From an optimization exercise on the open Yosys and OpenROAD flow, aimed at small area, a short achievable clock period and few clock cycles; shortcuts taken in it are not production practice. At most, simulation tests tie the RTL to the original design; equivalence was not proved. Power figures rest on the tool's default switching activity, not on a simulated workload.

## nb_tx_top
module nb_tx_top #(parameter TBS = 16 , parameter G = 132, parameter Qm = 2, parameter rv_indx = 0)
    (
        output logic                  e_k,
        output logic                  RM_Valid,
        input logic                   i_data_crc,
        input logic                   i_clk_crc,
                                      i_rst_crc
    );
    logic [3:0]  lo;
    logic [8:0]  hi;
    logic [15:0] d;
    logic [16:0] m, mq;
    logic        din, load, e_en, enq, v_nxt;
    assign din = i_data_crc;
    always_ff @(posedge i_clk_crc, negedge i_rst_crc)
        if (!i_rst_crc) begin
            lo <= 4'd0;
            hi <= 9'd1;
        end else begin
            lo <= (lo == 4'd15) ? 4'd0 : lo + 4'd1;
            if (lo == 4'd15) hi <= {hi[7:0], 1'b0};
        end
    always_ff @(posedge i_clk_crc)
        d <= {d[14:0], load ? din : d[15]};
    always_ff @(posedge i_clk_crc, negedge i_rst_crc)
        if (!i_rst_crc) RM_Valid <= 1'b0;
        else RM_Valid <= v_nxt;
    always_ff @(posedge i_clk_crc)
        mq <= m;
    always_ff @(posedge i_clk_crc, negedge i_rst_crc)
        if (!i_rst_crc) enq <= 1'b0;
        else enq <= e_en;
    always_ff @(posedge i_clk_crc, negedge i_rst_crc)
        if (!i_rst_crc) e_k <= 1'b0;
        else if (enq) e_k <= ^({din, d} & mq);
    assign load = hi[0];
    assign v_nxt = (hi[0] & ((lo == 4'd9) | (lo == 4'd10) | (lo == 4'd11) | (lo == 4'd12) | (lo == 4'd13) | (lo == 4'd14) | (lo == 4'd15)))
        | hi[1]
        | hi[2]
        | hi[3]
        | hi[4]
        | hi[5]
        | hi[6]
        | hi[7]
  ...
Size in the first run: about 49 flip-flops, ~2900 um^2 of cells after synthesis.
==> flow/config.mk <==
export PLATFORM = sky130hd
export DESIGN_NAME = nb_tx_top
export DESIGN_NICKNAME = nb_tx_top
export VERILOG_FILES = /design/flow/design.v
export SDC_FILE = /design/flow/constraint.sdc
export NUM_CORES = 4
export LEC_CHECK = 0
export ABC_AREA = 1
export CAP_MARGIN = 20
export CORE_MARGIN = 2
export CORE_UTILIZATION = 30
export CTS_CLUSTER_SIZE = 10
export PLACE_DENSITY = 0.5
export SETUP_SLACK_MARGIN = 4.5
export SLEW_MARGIN = 20
==> flow/constraint.sdc <==
create_clock -name core_clock -period 7.0 [get_ports {i_clk_crc}]
set_input_delay 1.4000 -clock core_clock [delete_from_list [all_inputs] [get_ports {i_clk_crc}]]
set_output_delay 1.4000 -clock core_clock [all_outputs]
set_load 0.01 [all_outputs]
standard.sh (not shown) runs the stock make flow with config.mk's settings and CLKGATE_MAP_FILE= SYNTH_SCRIPT=/design/flow/synth_recipe.tcl, a recipe that flattens the netlist after the stock synthesis.
==> flow/flow/run.sh <==
#!/bin/bash
set -euo pipefail
rm -rf myscripts
cp -r "$FLOW_HOME/scripts" myscripts
cp flow/abc_area.script myscripts/abc_area.script
bash standard.sh SCRIPTS_DIR="$PWD/myscripts" finish > make_finish.log 2>&1
==> flow/flow/abc_area.script <==
strash
&get -n
&fraig -x
&dc2
&put
dch -f
map -a
strash
dch -f
map -a
strash
dch -f
map -a
topo
The first run completed with no timing, DRC or antenna violations.
Testbench counts at the start, summed over its fixed seeds: cycles 13,920.
Rerun with:
==> flow/flow/abc_area.script (replaced) <==
strash
&get -n
&deepsyn -T 60 -I 8
&put
dch -f
map -a
strash
dch -f
map -a
topo
CTS_CLUSTER_SIZE = default   (was 10)
- The changed run passed the timing, design-rule and antenna checks
- cell area goes down by 2.4%
- routed wire length goes down by 4.5%
- area after synthesis goes down by 1.6%
- total power goes down by 3.7%
- sequential power hardly moves
- count of clock-buffer cells in the layout goes up by 1
Rerun with:
==> flow/flow/abc_area.script (replaced) <==
strash
&get -n
&fraig -x
&dc2
&put
dch -f
map -a
strash
dch -f
map -a
strash
dch -f
map -a
topo
Effect: Register-to-register slack is worse by 0.07 ns; routed wire length increases by 4.7%; total power is higher by 3.8%; count of clock-buffer cells in the layout is lower by 1; global-route usage rose by 1.2 points; worst setup slack loses 0.066 ns; non-clock buffer count is lower by 2; cell area came out higher by 2.5%; cell count went up by 1.6%; clock skew rises by 0.0087 ns.

========
Starting RTL as in the previous note.
Design nb_tx_top, start of the top module:
module nb_tx_top #(parameter TBS = 16 , parameter G = 132, parameter Qm = 2, parameter rv_indx = 0)
    (
        output logic                  e_k,
        output logic                  RM_Valid,
        input logic                   i_data_crc,
        input logic                   i_clk_crc,
                                      i_rst_crc
    );
    logic [3:0]  lo;
    logic [8:0]  hi;
    logic [15:0] d;
    logic [16:0] m, mq;
    logic        din, load, e_en, enq, v_nxt;
    assign din = i_data_crc;
    always_ff @(posedge i_clk_crc, negedge i_rst_crc)
        if (!i_rst_crc) begin
            lo <= 4'd0;
            hi <= 9'd1;
        end else begin
            lo <= (lo == 4'd15) ? 4'd0 : lo + 4'd1;
            if (lo == 4'd15) hi <= {hi[7:0], 1'b0};
        end
    always_ff @(posedge i_clk_crc)
        d <= {d[14:0], load ? din : d[15]};
    always_ff @(posedge i_clk_crc, negedge i_rst_crc)
        if (!i_rst_crc) RM_Valid <= 1'b0;
        else RM_Valid <= v_nxt;
    always_ff @(posedge i_clk_crc)
        mq <= m;
    always_ff @(posedge i_clk_crc, negedge i_rst_crc)
  ...
==> flow/config.mk <==
export PLATFORM = sky130hd
export DESIGN_NAME = nb_tx_top
export DESIGN_NICKNAME = nb_tx_top
export VERILOG_FILES = /design/flow/design.v
export SDC_FILE = /design/flow/constraint.sdc
export NUM_CORES = 4
export LEC_CHECK = 0
export ABC_AREA = 1
export CAP_MARGIN = 20
export CORE_MARGIN = 2
export CORE_UTILIZATION = 30
export CTS_BUF_LIST = sky130_fd_sc_hd__clkbuf_16
export PLACE_DENSITY = 0.5
export SETUP_SLACK_MARGIN = 4.5
export SLEW_MARGIN = 20
==> flow/constraint.sdc <==
create_clock -name core_clock -period 7.0 [get_ports {i_clk_crc}]
set_input_delay 1.4000 -clock core_clock [delete_from_list [all_inputs] [get_ports {i_clk_crc}]]
set_output_delay 1.4000 -clock core_clock [all_outputs]
set_load 0.01 [all_outputs]
==> flow/flow/abc_area.script <==
strash
&get -n
&fraig -x
&dc2
&put
dch -f
map -a
strash
dch -f
map -a
strash
dch -f
map -a
topo
Scripts as last shown in full above: flow/flow/run.sh
Testbench counts at the start, summed over its fixed seeds: cycles 13,920.
Next try:
==> flow/run.sh (new file) <==
#!/bin/bash
# synth_recipe.tcl (not shown) runs the flow's synth.tcl, then flattens the netlist and writes it again
# the make line also repeats each setting of config.mk as NAME=value (left out here)
make -C /OpenROAD-flow-scripts/flow DESIGN_CONFIG=/design/flow/config.mk WORK_HOME=/design/flow/orfs CLKGATE_MAP_FILE= SYNTH_SCRIPT=/design/flow/synth_recipe.tcl finish
Settings changed: CTS_BUF_LIST sky130_fd_sc_hd__clkbuf_16 to not set.
removed: flow/flow/run.sh
removed: flow/flow/abc_area.script
removed: flow/standard.sh
After rerunning: The changed run ran to the end with no violations. First-iteration DRC count shrinks by a quarter to a third. Total power shrinks by a few percent. Wire length grows by a few percent. Hold slack is better by 0.015 ns. Synthesized area grows by about a fifth. Setup slack is better by 0.077 ns. Via count grows by roughly a tenth. Final area grows by a few percent.
Next try:
==> flow/flow/run.sh (new file) <==
#!/bin/bash
set -euo pipefail
rm -rf myscripts
cp -r "$FLOW_HOME/scripts" myscripts
cp flow/abc_area.script myscripts/abc_area.script
bash standard.sh SCRIPTS_DIR="$PWD/myscripts" finish > make_finish.log 2>&1
==> flow/flow/abc_area.script (new file) <==
strash
&get -n
&deepsyn -T 60 -I 8
&put
dch -f
map -a
strash
dch -f
map -a
topo
==> flow/standard.sh (new file) <==
#!/bin/bash
# synth_recipe.tcl (not shown) runs the flow's synth.tcl, then flattens the netlist and writes it again
# the make line also repeats each setting of config.mk as NAME=value (left out here)
make -C /OpenROAD-flow-scripts/flow DESIGN_CONFIG=/design/flow/config.mk WORK_HOME=/design/flow/orfs CLKGATE_MAP_FILE= SYNTH_SCRIPT=/design/flow/synth_recipe.tcl "${@:-finish}"
Settings changed: CTS_BUF_LIST set to sky130_fd_sc_hd__clkbuf_16.
removed: flow/run.sh
The new run completed without violations.
Count of clock-buffer cells in the layout falls by 1.
Design area decreases by a few percent.
Via count decreases by roughly a tenth.
Sequential power stays flat.
Utilization rose by 5.1 points.
Total power grows by a few percent.
Routed wire length went down by roughly a tenth.
Die area fell by about a fifth.
Fmax drops by a few percent.
Hold slack loses 0.011 ns.
Next try:
Settings changed: CTS_BUF_LIST sky130_fd_sc_hd__clkbuf_16 to not set, SETUP_SLACK_MARGIN 4.5 to 4.7.
After rerunning: Die area is unchanged; wire length went up by 3.8%; setup slack is better by 0.12 ns; power fell by 3.1%; cell area goes up by 9.9%.

========
Another version of the RTL of nb_tx_top (not shown whole).
Size: about 53 flip-flops, roughly 5 I/O pins.
Settings: LEC_CHECK=0, ABC_AREA=1, CAP_MARGIN=20, CORE_MARGIN=2, CORE_UTILIZATION=30, CTS_BUF_LIST=sky130_fd_sc_hd__clkbuf_16, PLACE_DENSITY=0.5, SETUP_SLACK_MARGIN=4.8, SLEW_MARGIN=20; clock period 7.0 ns.
==> flow/flow/run.sh <==
#!/bin/bash
set -euo pipefail
rm -rf myscripts
cp -r "$FLOW_HOME/scripts" myscripts
cp flow/abc_area.script myscripts/abc_area.script
bash standard.sh SCRIPTS_DIR="$PWD/myscripts" finish > make_finish.log 2>&1
==> flow/flow/abc_area.script <==
strash
&get -n
&fraig -x
&dc2
&put
dch -f
map -a
strash
dch -f
map -a
strash
dch -f
map -a
topo
The starting point completed without violations.
Testbench counts at the start, summed over its fixed seeds: cycles 13,920.
Next try:
==> flow/flow/abc_area.script (replaced) <==
strash
&get -n
&deepsyn -J 200
&put
dch -f
map -a
strash
dch -f
map -a
topo
Effect: Sequential share of layout area barely changes. Via count goes down by 6.1%. Core utilization goes up by 1.7 points. Non-clock buffer count goes up by 3. Routed wire length goes down by about 6%. Cell area goes up by 0.76%. Power goes down by 5.5%. Cell count goes down by about 0.7%.

========
nb_tx_top, a different RTL version from the one above (not shown whole).
Size in the first run: roughly 540 cells after synthesis, roughly 44 flip-flops, ~3900 um2 of cells after synthesis.
Settings: LEC_CHECK=0, CAP_MARGIN=20, CORE_MARGIN=2, CORE_UTILIZATION=30, PLACE_DENSITY=0.5, SETUP_SLACK_MARGIN=4.0, SLEW_MARGIN=20; clock period 7.0 ns.
run.sh (not shown) runs the stock make flow with config.mk's settings and CLKGATE_MAP_FILE= SYNTH_SCRIPT=/design/flow/synth_recipe.tcl, a recipe that flattens the netlist after the stock synthesis.
Stock flow here: none of the scripts above is used.
The baseline ran to the end with no violations.
==> next run, changes <==
- CORE_UTILIZATION: 30 -> 40
- PLACE_DENSITY: 0.5 -> 0.6
- SETUP_SLACK_MARGIN: 4.0 -> 5
=>
- die area went down by about 24%
- non-clock buffer count increases by 97
- critical path depth is unchanged
- routed wire length goes up by about 16%
- cell area goes up by about 35%
- global-route usage went up by 15 points
- final cell count increases by 8.7%
- worst hold slack improved by 0.0049 ns
- register-to-register slack is better by 0.50 ns
- worst setup slack gets better by 0.50 ns
==> next run, changes <==
- ABC_AREA: default -> 1
- CORE_UTILIZATION: 40 -> 30
- PLACE_DENSITY: 0.6 -> 0.5
=>
- The changed run went through all stages and came out clean
- final area shrinks by 4.6%
- power goes up by 13%
- core utilization falls by 18 points
- cell count came out higher by 23%
==> next run, changes <==
- ABC_AREA: 1 -> default
- SETUP_SLACK_MARGIN: 5 -> 3.5
Effect: Setup slack is worse by 1.1 ns. Wire length is lower by 16%. Register-to-register slack got worse by 1.3 ns. Die area drops by 1.7%. Via count fell by about 11%. Global-route usage came out lower by 4.8 points. Hold slack hardly moves. Sequential share of layout area rose by 5.2 points. Design area drops by 23%.
Function was not checked in any run of this note: the RTL went through the layout flow alone.

========
## fjord
nb_tx_top with an RTL version that a note above also has.
For scale: roughly 2900 um^2 of cells after synthesis.
clock: 7.0 ns
lec_check: 0
abc_area: 1
cap_margin: 20
core_margin: 2
core_utilization: 30
cts_buf_list: sky130_fd_sc_hd__clkbuf_16
place_density: 0.5
setup_slack_margin: 4.5
slew_margin: 20
standard.sh (not shown) runs the stock make flow with config.mk's settings and CLKGATE_MAP_FILE= SYNTH_SCRIPT=/design/flow/synth_recipe.tcl, a recipe that flattens the netlist after the stock synthesis.
==> flow/flow/abc_area.script <==
strash
&get -n
&deepsyn -J 200
&put
dch -f
map -a
strash
dch -f
map -a
topo
Scripts as last shown in full above: flow/flow/run.sh
Testbench counts of fjord, summed over its fixed seeds: cycles 13,920.
Here is what was changed in the inputs of garnet compared with fjord.
- changing CTS_BUF_LIST from sky130_fd_sc_hd__clkbuf_16 to sky130_fd_sc_hd__clkbuf_8
==> flow/run.sh (new file) <==
#!/bin/bash
# synth_recipe.tcl (not shown) runs the flow's synth.tcl, then flattens the netlist and writes it again
# the make line also repeats each setting of config.mk as NAME=value (left out here)
make -C /OpenROAD-flow-scripts/flow DESIGN_CONFIG=/design/flow/config.mk WORK_HOME=/design/flow/orfs CLKGATE_MAP_FILE= SYNTH_SCRIPT=/design/flow/synth_recipe.tcl finish
removed: flow/flow/run.sh
removed: flow/flow/abc_area.script
removed: flow/standard.sh
Results
Insertion delay of the later-clocked pin in the worst-skew pair: garnet vs fjord up 0.04 ns
Each of the runs, namely fjord and garnet, reached the end of the flow and came out clean.
Summary of the comparison: area of the core region is higher in garnet, relative to fjord.
garnet vs fjord — number of multi-input combinational cells rose 117.
garnet against fjord: slack of the critical path moved up; number of buffers inserted for hold repair after clock tree synthesis ~0 delta; cell area went up by 9.6%.
lo[0] as the start point of the critical path was reported by fjord, and lo[1] by garnet.

==> port drivers added, routing unchanged <==
The flow's constraints put no driver on any port. The routed layouts listed below were extracted and timed again, unchanged, in two steps.
Step 1 sets driving cells, clkbuf_16 on the clock port and buf_2 on the other inputs (assumed; they add their load-dependent delay and slew).
Step 2 adds t to the input delays and takes it off the output delays; t is the mean of the earliest and latest rising clock arrival at the registers after step 1. Input paths then give back, and output paths get back, about the clock's delay inside the block.
a / b / c = ideal ports / drivers / drivers and shift; a / b = the first two.
run	shift t [ns]	slack for setup (ns)	hold slack, ns	worst setup path at the end	slew at the worst register clock pin (ns)
the first run of note 1	0.361	4.497 / 4.497 / 4.420	0.336 / 0.336 / 0.336	input to register	0.11 / 0.11
the second run of note 1	0.348	4.563 / 4.563 / 4.302	0.343 / 0.343 / 0.343	input to register	0.11 / 0.11
the third run of note 1	0.361	4.497 / 4.497 / 4.420	0.336 / 0.336 / 0.336	input to register	0.11 / 0.11
the first run of note 2	0.330	4.531 / 4.531 / 4.408	0.339 / 0.339 / 0.339	input to register	0.08 / 0.08
the second run of note 2	0.337	4.608 / 4.603 / 4.608	0.354 / 0.354 / 0.354	register to register	0.07 / 0.07
the third run of note 2	0.324	4.523 / 4.523 / 4.329	0.343 / 0.343 / 0.343	input to register	0.08 / 0.08
the fourth run of note 2	0.343	4.641 / 4.641 / 4.346	0.336 / 0.336 / 0.336	input to register	0.11 / 0.11
the first run of note 3	0.334	4.727 / 4.727 / 4.439	0.354 / 0.354 / 0.354	input to register	0.07 / 0.07
the second run of note 3	0.329	4.804 / 4.768 / 4.574	0.351 / 0.351 / 0.351	input to register	0.08 / 0.08
the first run of note 4	0.328	4.055 / 4.055 / 3.895	0.350 / 0.350 / 0.350	input to register	0.07 / 0.07
the second run of note 4	0.348	4.553 / 4.553 / 4.484	0.355 / 0.355 / 0.355	input to register	0.10 / 0.10
the third run of note 4	0.336	4.798 / 4.760 / 4.825	0.350 / 0.350 / 0.350	input to register	0.07 / 0.07
the fourth run of note 4	0.326	3.694 / 3.694 / 3.694	0.350 / 0.350 / 0.350	register to register	0.07 / 0.07
fjord	0.324	4.427 / 4.427 / 4.383	0.353 / 0.353 / 0.353	input to register	0.07 / 0.07
garnet	0.356	4.546 / 4.546 / 4.546	0.357 / 0.357 / 0.357	register to register	0.09 / 0.09
After both steps setup and hold are still met in every run listed. For the fourth run of note 2, which loses most, drivers alone change the setup slack by 0.000 ns; drivers and shift together by -0.295 ns.
